Background: an optimization exercise with open tools, aiming at small area and a short achievable clock period. Do not read the settings as production practice.
RTL that was checked went through simulation tests only; none was proved equivalent to the original.
No activity file was given, so power comes from the tool's default toggle rates.

==> module bshift, before the edit <==
module bshift(instr_bit_25, imm_value, Rm, Rs, cin, operand2, c_to_alu);
	input        instr_bit_25;
	input [11:0] imm_value;
	input [31:0] Rm;
	input [7:0]  Rs;
	input        cin;
	output [31:0] operand2;
	output        c_to_alu;
	wire [2:0] sh       = imm_value[6:4];
	wire       reg_form = sh[0];
	wire [7:0] amt  = reg_form ? Rs : {3'd0, imm_value[11:7]};
	wire [4:0] a5   = amt[4:0];
	wire       hi   = |amt[7:5];                  
	wire       az   = ~hi & (a5 == 5'd0);         
	wire       a32  = (amt[7:5] == 3'd1) & (a5 == 5'd0);
	wire       le64 = (amt[7:6] == 2'd0) | (amt == 8'd64);
	wire       lsl  = (sh[2:1] == 2'd0);
	wire       lsr  = (sh[2:1] == 2'd1);
	wire       asr  = (sh[2:1] == 2'd2);
	wire       ror  = (sh[2:1] == 2'd3);
	wire       rrx  = ror & ~reg_form & (a5 == 5'd0);
	wire       sign = Rm[31];
	wire       imm  = instr_bit_25;
	wire [31:0] src = imm ? {24'd0, imm_value[7:0]} : Rm;
	wire        pre = ~imm & lsl;
	wire [4:0]  r   = imm ? {imm_value[11:8], 1'b0} :
	                  rrx ? 5'd1 : (a5 ^ {5{lsl}});
	wire [31:0] sp = pre  ? {src[0],    src[31:1]}  : src;
	wire [31:0] s0 = r[0] ? {sp[0],     sp[31:1]}   : sp;
	wire [31:0] s1 = r[1] ? {s0[1:0],   s0[31:2]}   : s0;
	wire [31:0] s2 = r[2] ? {s1[3:0],   s1[31:4]}   : s1;
	wire [31:0] s3 = r[3] ? {s2[7:0],   s2[31:8]}   : s2;
	wire [31:0] rot = r[4] ? {s3[15:0], s3[31:16]}  : s3;
	wire m_ones = imm | ((ror | az) & ~rrx);
	wire m_left = ~imm & lsl & ~az & ~hi;
	wire m_right = ~imm & ((lsr & ~az & ~hi) | (asr & ~az & ~hi) | rrx |
	                       (asr & hi & ~a32 & sign & le64 & (amt != 8'd64)));
	wire [4:0] ma = rrx ? 5'd1 : a5;
	reg  [31:0] lmask, rmask;
	integer i;
	always @* begin
		for (i = 0; i < 32; i = i + 1) begin
			lmask[i]      = (ma <= i);
			rmask[31 - i] = (ma <= i);
		end
	end
	wire [31:0] M = {32{m_ones}} | ({32{m_left}} & lmask) | ({32{m_right}} & rmask);
	wire f1   = ~imm & asr & hi;                  
	wire fill = ~imm & ((asr & ~az & ~hi) | (asr & a32) ? sign : (rrx ? cin : 1'b0));
	assign operand2 = ((rot | {32{f1}}) & M) | ({32{fill}} & ~M);
	wire c_rot31 = imm ? (imm_value[11:8] != 4'd0) :
	               ((lsr | asr) & ~az & ~hi) | (lsr & a32) | rrx | (ror & ~rrx & (a5 != 5'd0));
	wire c_rot0  = ~imm & lsl & ~az & (~hi | a32);
	wire c_const = (imm | az | (ror & ~rrx)) ? cin :
	               (asr & hi & le64) ? sign : 1'b0;
	assign c_to_alu = c_rot31 ? rot[31] : c_rot0 ? rot[0] : c_const;
endmodule
clock: 13.0 ns
lec_check: 0
cap_margin: 20
core_margin: 2
core_utilization: 40
slew_margin: 20
tns_end_percent: 0
standard.sh (not shown) runs the stock make flow with config.mk's settings and CLKGATE_MAP_FILE= SYNTH_SCRIPT=/design/flow/synth_recipe.tcl, a recipe that flattens the netlist after the stock synthesis.
==> flow/flow/run.sh <==
#!/bin/bash
set -euo pipefail
MARGIN=$(cat flow/margin)
bash standard.sh SETUP_SLACK_MARGIN=$MARGIN \
  "BUFFER_PORTS_ARGS=-buffer_cell sky130_fd_sc_hd__buf_2" finish > flow_standard.log 2>&1
==> flow/flow/margin <==
8
Change:
--- a/flow/design.v
+++ b/flow/design.v
@@ -35,8 +35,10 @@
 	input [7:0]  Rs;
 	input        cin;
 	output [31:0] operand2;
 	output        c_to_alu;
+	wire   [31:0] reg_out;
+	wire          reg_c;
 	wire [2:0] sh       = imm_value[6:4];
 	wire       reg_form = sh[0];
 	wire [7:0] amt  = reg_form ? Rs : {3'd0, imm_value[11:7]};
 	wire [4:0] a5   = amt[4:0];
@@ -49,9 +51,9 @@
 	wire       asr  = (sh[2:1] == 2'd2);
 	wire       ror  = (sh[2:1] == 2'd3);
 	wire       rrx  = ror & ~reg_form & (a5 == 5'd0);
 	wire       sign = Rm[31];
-	wire       imm  = instr_bit_25;
+	wire       imm  = 1'b0;   
 	wire [31:0] src = imm ? {24'd0, imm_value[7:0]} : Rm;
 	wire        pre = ~imm & lsl;
 	wire [4:0]  r   = imm ? {imm_value[11:8], 1'b0} :
 	                  rrx ? 5'd1 : (a5 ^ {5{lsl}});
@@ -76,15 +78,24 @@
 	end
 	wire [31:0] M = {32{m_ones}} | ({32{m_left}} & lmask) | ({32{m_right}} & rmask);
 	wire f1   = ~imm & asr & hi;                  
 	wire fill = ~imm & ((asr & ~az & ~hi) | (asr & a32) ? sign : (rrx ? cin : 1'b0));
-	assign operand2 = ((rot | {32{f1}}) & M) | ({32{fill}} & ~M);
+	assign reg_out = ((rot | {32{f1}}) & M) | ({32{fill}} & ~M);
 	wire c_rot31 = imm ? (imm_value[11:8] != 4'd0) :
 	               ((lsr | asr) & ~az & ~hi) | (lsr & a32) | rrx | (ror & ~rrx & (a5 != 5'd0));
 	wire c_rot0  = ~imm & lsl & ~az & (~hi | a32);
 	wire c_const = (imm | az | (ror & ~rrx)) ? cin :
 	               (asr & hi & le64) ? sign : 1'b0;
-	assign c_to_alu = c_rot31 ? rot[31] : c_rot0 ? rot[0] : c_const;
+	assign reg_c = c_rot31 ? rot[31] : c_rot0 ? rot[0] : c_const;
+	wire [4:0]  ri = {imm_value[11:8], 1'b0};
+	wire [31:0] i0 = {24'd0, imm_value[7:0]};
+	wire [31:0] i1 = ri[1] ? {i0[1:0],   i0[31:2]}   : i0;
+	wire [31:0] i2 = ri[2] ? {i1[3:0],   i1[31:4]}   : i1;
+	wire [31:0] i3 = ri[3] ? {i2[7:0],   i2[31:8]}   : i2;
+	wire [31:0] iv = ri[4] ? {i3[15:0],  i3[31:16]}  : i3;
+	wire        ic = (imm_value[11:8] == 4'd0) ? cin : iv[31];
+	assign operand2 = instr_bit_25 ? iv : reg_out;
+	assign c_to_alu = instr_bit_25 ? ic : reg_c;
 endmodule
 module cond(nzcv, condition_code, will_this_be_executed);
 	input  [3:0] nzcv;
 	input  [3:0] condition_code;
What happened: Critical path depth increases by 4. Setup slack is better by 0.060 ns. Register-to-register slack is better by 0.02 ns. Total power decreases by 1.4%. Global-route usage increases by 0.82 points. Clock-buffer cell count increases by 1. Final cell count increases by 4.2%. Via count increases by 6.7%. Wire length increases by 6.9%. Non-clock buffer count decreases by 4.
Function was not checked in any run of this note: the RTL went through the layout flow alone.

---

arm7_execute, a different RTL version from the one above (not shown whole).
Size: roughly 240 I/O pins, about 26000 um2 of cells after synthesis.
==> module bshift, before the edit <==
module bshift(instr_bit_25, imm_value, Rm, Rs, cin, operand2, c_to_alu);
	input        instr_bit_25;
	input [11:0] imm_value;
	input [31:0] Rm;
	input [7:0]  Rs;
	input        cin;
	output [31:0] operand2;
	output        c_to_alu;
	wire [2:0] sh       = imm_value[6:4];
	wire       reg_form = sh[0];
	wire [7:0] amt  = reg_form ? Rs : {3'd0, imm_value[11:7]};
	wire [4:0] a5   = amt[4:0];
	wire       hi   = |amt[7:5];                  
	wire       az   = ~hi & (a5 == 5'd0);         
	wire       a32  = (amt[7:5] == 3'd1) & (a5 == 5'd0);
	wire       le64 = (amt[7:6] == 2'd0) | (amt == 8'd64);
	wire       lsl  = (sh[2:1] == 2'd0);
	wire       lsr  = (sh[2:1] == 2'd1);
	wire       asr  = (sh[2:1] == 2'd2);
	wire       ror  = (sh[2:1] == 2'd3);
	wire       rrx  = ror & ~reg_form & (a5 == 5'd0);
	wire       sign = Rm[31];
	wire       imm  = instr_bit_25;
	wire [31:0] src = imm ? {24'd0, imm_value[7:0]} : Rm;
	wire        pre = ~imm & lsl;
	wire [4:0]  r   = imm ? {imm_value[11:8], 1'b0} :
	                  rrx ? 5'd1 : (a5 ^ {5{lsl}});
	wire [31:0] sp = pre  ? {src[0],    src[31:1]}  : src;
	wire [31:0] s0 = r[0] ? {sp[0],     sp[31:1]}   : sp;
	wire [31:0] s1 = r[1] ? {s0[1:0],   s0[31:2]}   : s0;
	wire [31:0] s2 = r[2] ? {s1[3:0],   s1[31:4]}   : s1;
	wire [31:0] s3 = r[3] ? {s2[7:0],   s2[31:8]}   : s2;
	wire [31:0] rot = r[4] ? {s3[15:0], s3[31:16]}  : s3;
	wire m_ones = imm | ((ror | az) & ~rrx);
	wire m_left = ~imm & lsl & ~az & ~hi;
	wire m_right = ~imm & ((lsr & ~az & ~hi) | (asr & ~az & ~hi) | rrx |
	                       (asr & hi & ~a32 & sign & le64 & (amt != 8'd64)));
	wire [4:0] ma = rrx ? 5'd1 : a5;
	wire [31:0] rmask = 32'hffffffff >> ma;
	wire [31:0] lmask = 32'hffffffff << ma;
	wire [31:0] M = {32{m_ones}} | ({32{m_left}} & lmask) | ({32{m_right}} & rmask);
	wire f1   = ~imm & asr & hi;                  
	wire fill = ~imm & ((asr & ~az & ~hi) | (asr & a32) ? sign : (rrx ? cin : 1'b0));
	assign operand2 = ((rot | {32{f1}}) & M) | ({32{fill}} & ~M);
	wire c_rot31 = imm ? (imm_value[11:8] != 4'd0) :
	               ((lsr | asr) & ~az & ~hi) | (lsr & a32) | rrx | (ror & ~rrx & (a5 != 5'd0));
	wire c_rot0  = ~imm & lsl & ~az & (~hi | a32);
	wire c_const = (imm | az | (ror & ~rrx)) ? cin :
	               (asr & hi & le64) ? sign : 1'b0;
	assign c_to_alu = c_rot31 ? rot[31] : c_rot0 ? rot[0] : c_const;
endmodule
clock: 13.0 ns
lec_check: 0
cap_margin: 20
core_margin: 2
core_utilization: 40
slew_margin: 20
tns_end_percent: 0
Scripts as last shown in full above: flow/flow/run.sh, flow/flow/margin
Change:
--- a/flow/design.v
+++ b/flow/design.v
@@ -49,17 +49,16 @@
 	wire       asr  = (sh[2:1] == 2'd2);
 	wire       ror  = (sh[2:1] == 2'd3);
 	wire       rrx  = ror & ~reg_form & (a5 == 5'd0);
 	wire       sign = Rm[31];
 	wire       imm  = instr_bit_25;
 	wire [31:0] src = imm ? {24'd0, imm_value[7:0]} : Rm;
-	wire        pre = ~imm & lsl;
 	wire [4:0]  r   = imm ? {imm_value[11:8], 1'b0} :
-	                  rrx ? 5'd1 : (a5 ^ {5{lsl}});
-	wire [31:0] sp = pre  ? {src[0],    src[31:1]}  : src;
-	wire [31:0] s0 = r[0] ? {sp[0],     sp[31:1]}   : sp;
+	                  lsl ? (5'd0 - a5) :
+	                  rrx ? 5'd1 : a5;
+	wire [31:0] s0 = r[0] ? {src[0],    src[31:1]}  : src;
 	wire [31:0] s1 = r[1] ? {s0[1:0],   s0[31:2]}   : s0;
 	wire [31:0] s2 = r[2] ? {s1[3:0],   s1[31:4]}   : s1;
 	wire [31:0] s3 = r[3] ? {s2[7:0],   s2[31:8]}   : s2;
 	wire [31:0] rot = r[4] ? {s3[15:0], s3[31:16]}  : s3;
 	wire m_ones = imm | ((ror | az) & ~rrx);
 	wire m_left = ~imm & lsl & ~az & ~hi;
The changed run finished with timing, DRC and antenna clean.
Power shrinks by 5.3%.
Combinational power shrinks by about 10%.
Count of clock-buffer cells in the layout stays the same.
Critical path depth grows by 5.
Wire length shrinks by 5.6%.
Register-to-register slack is better by 0.03 ns.
Sequential power shrinks by 3.6%.
Setup slack is better by 0.039 ns.
Cell area shrinks by 0.77%.
Utilization grows by 0.82 points.
Function not checked in the first run of this note: the RTL went through the layout flow alone.

---

arm7_execute, a different RTL version from the one above (not shown whole).
Size in the first run: roughly 240 I/O pins, about 0.026 sq mm of cells after synthesis.
Settings: LEC_CHECK=0, CAP_MARGIN=20, CORE_MARGIN=2, CORE_UTILIZATION=40, SLEW_MARGIN=20, TNS_END_PERCENT=0; clock period 13.0 ns.
Scripts as last shown in full above: flow/flow/run.sh, flow/flow/margin
Rerun with:
--- a/flow/design.v
+++ b/flow/design.v
@@ -49,17 +49,16 @@
 	wire       asr  = (sh[2:1] == 2'd2);
 	wire       ror  = (sh[2:1] == 2'd3);
 	wire       rrx  = ror & ~reg_form & (a5 == 5'd0);
 	wire       sign = Rm[31];
 	wire       imm  = instr_bit_25;
 	wire [31:0] src = imm ? {24'd0, imm_value[7:0]} : Rm;
-	wire        pre = ~imm & lsl;
 	wire [4:0]  r   = imm ? {imm_value[11:8], 1'b0} :
-	                  rrx ? 5'd1 : (a5 ^ {5{lsl}});
-	wire [31:0] sp = pre  ? {src[0],    src[31:1]}  : src;
-	wire [31:0] s0 = r[0] ? {sp[0],     sp[31:1]}   : sp;
+	                  lsl ? (5'd0 - a5) :
+	                  rrx ? 5'd1 : a5;
+	wire [31:0] s0 = r[0] ? {src[0],    src[31:1]}  : src;
 	wire [31:0] s1 = r[1] ? {s0[1:0],   s0[31:2]}   : s0;
 	wire [31:0] s2 = r[2] ? {s1[3:0],   s1[31:4]}   : s1;
 	wire [31:0] s3 = r[3] ? {s2[7:0],   s2[31:8]}   : s2;
 	wire [31:0] rot = r[4] ? {s3[15:0], s3[31:16]}  : s3;
 	wire m_ones = imm | ((ror | az) & ~rrx);
 	wire m_left = ~imm & lsl & ~az & ~hi;
Effect: The new run went through all stages and came out clean. Global-route usage went up by 1.8 points. Via count went down by 3.4%. Final cell count went down by 3.9%. Count of clock-buffer cells in the layout stays the same. Total power went down by 2.2%. First-iteration DRC count went down by 4.6%. Fmax went down by 3.3%. Utilization went down by 0.93 points. Final area went down by 4.2%. Sequential share of layout area went up by 0.43 points. Sequential cell count does not change. Area after synthesis went down by 2.1%. Setup slack gets worse by 0.20 ns.
No functional check of the RTL was part of any run of this note.

port drivers added, routing unchanged:
Ports are ideal in the flow. The routed layouts listed here were re-timed in OpenROAD.
Step 1 assumes that a clkbuf_16 drives the clock port and a buf_2 every other input.
Step 2 times the ports against the registers' clock, not the clock port: input delays grow and output delays shrink by t, the midpoint of the rising clock arrivals with the driver on.
a / b / c = no drivers / after step 1 / after step 2; a / b = the first two.
run | t, ns | setup slack, ns | hold WS [ns] | worst setup path at the end | slew at the worst register clock pin (ns)
the first run of note 1 | 0.555 | 7.117 / 7.154 / 6.599 | 0.333 / 0.333 / 0.333 | input to register | 0.08 / 0.08
the second run of note 1 | 0.545 | 7.177 / 7.177 / 6.725 | 0.329 / 0.329 / 0.329 | input to register | 0.09 / 0.09
the first run of note 2 | 0.609 | 7.273 / 7.277 / 6.698 | 0.335 / 0.335 / 0.335 | input to register | 0.06 / 0.06
the second run of note 2 | 0.603 | 7.312 / 7.312 / 6.777 | 0.319 / 0.319 / 0.319 | input to register | 0.06 / 0.06
the first run of note 3 | 0.546 | 7.164 / 7.199 / 6.652 | 0.333 / 0.333 / 0.333 | input to register | 0.08 / 0.08
the second run of note 3 | 0.563 | 6.963 / 6.963 / 6.449 | 0.336 / 0.336 / 0.336 | input to register | 0.09 / 0.09
After both steps every run listed still meets setup and hold. The setup slack of the first run of note 2, which loses most, moves by +0.004 ns with the drivers and by -0.575 ns with both steps.
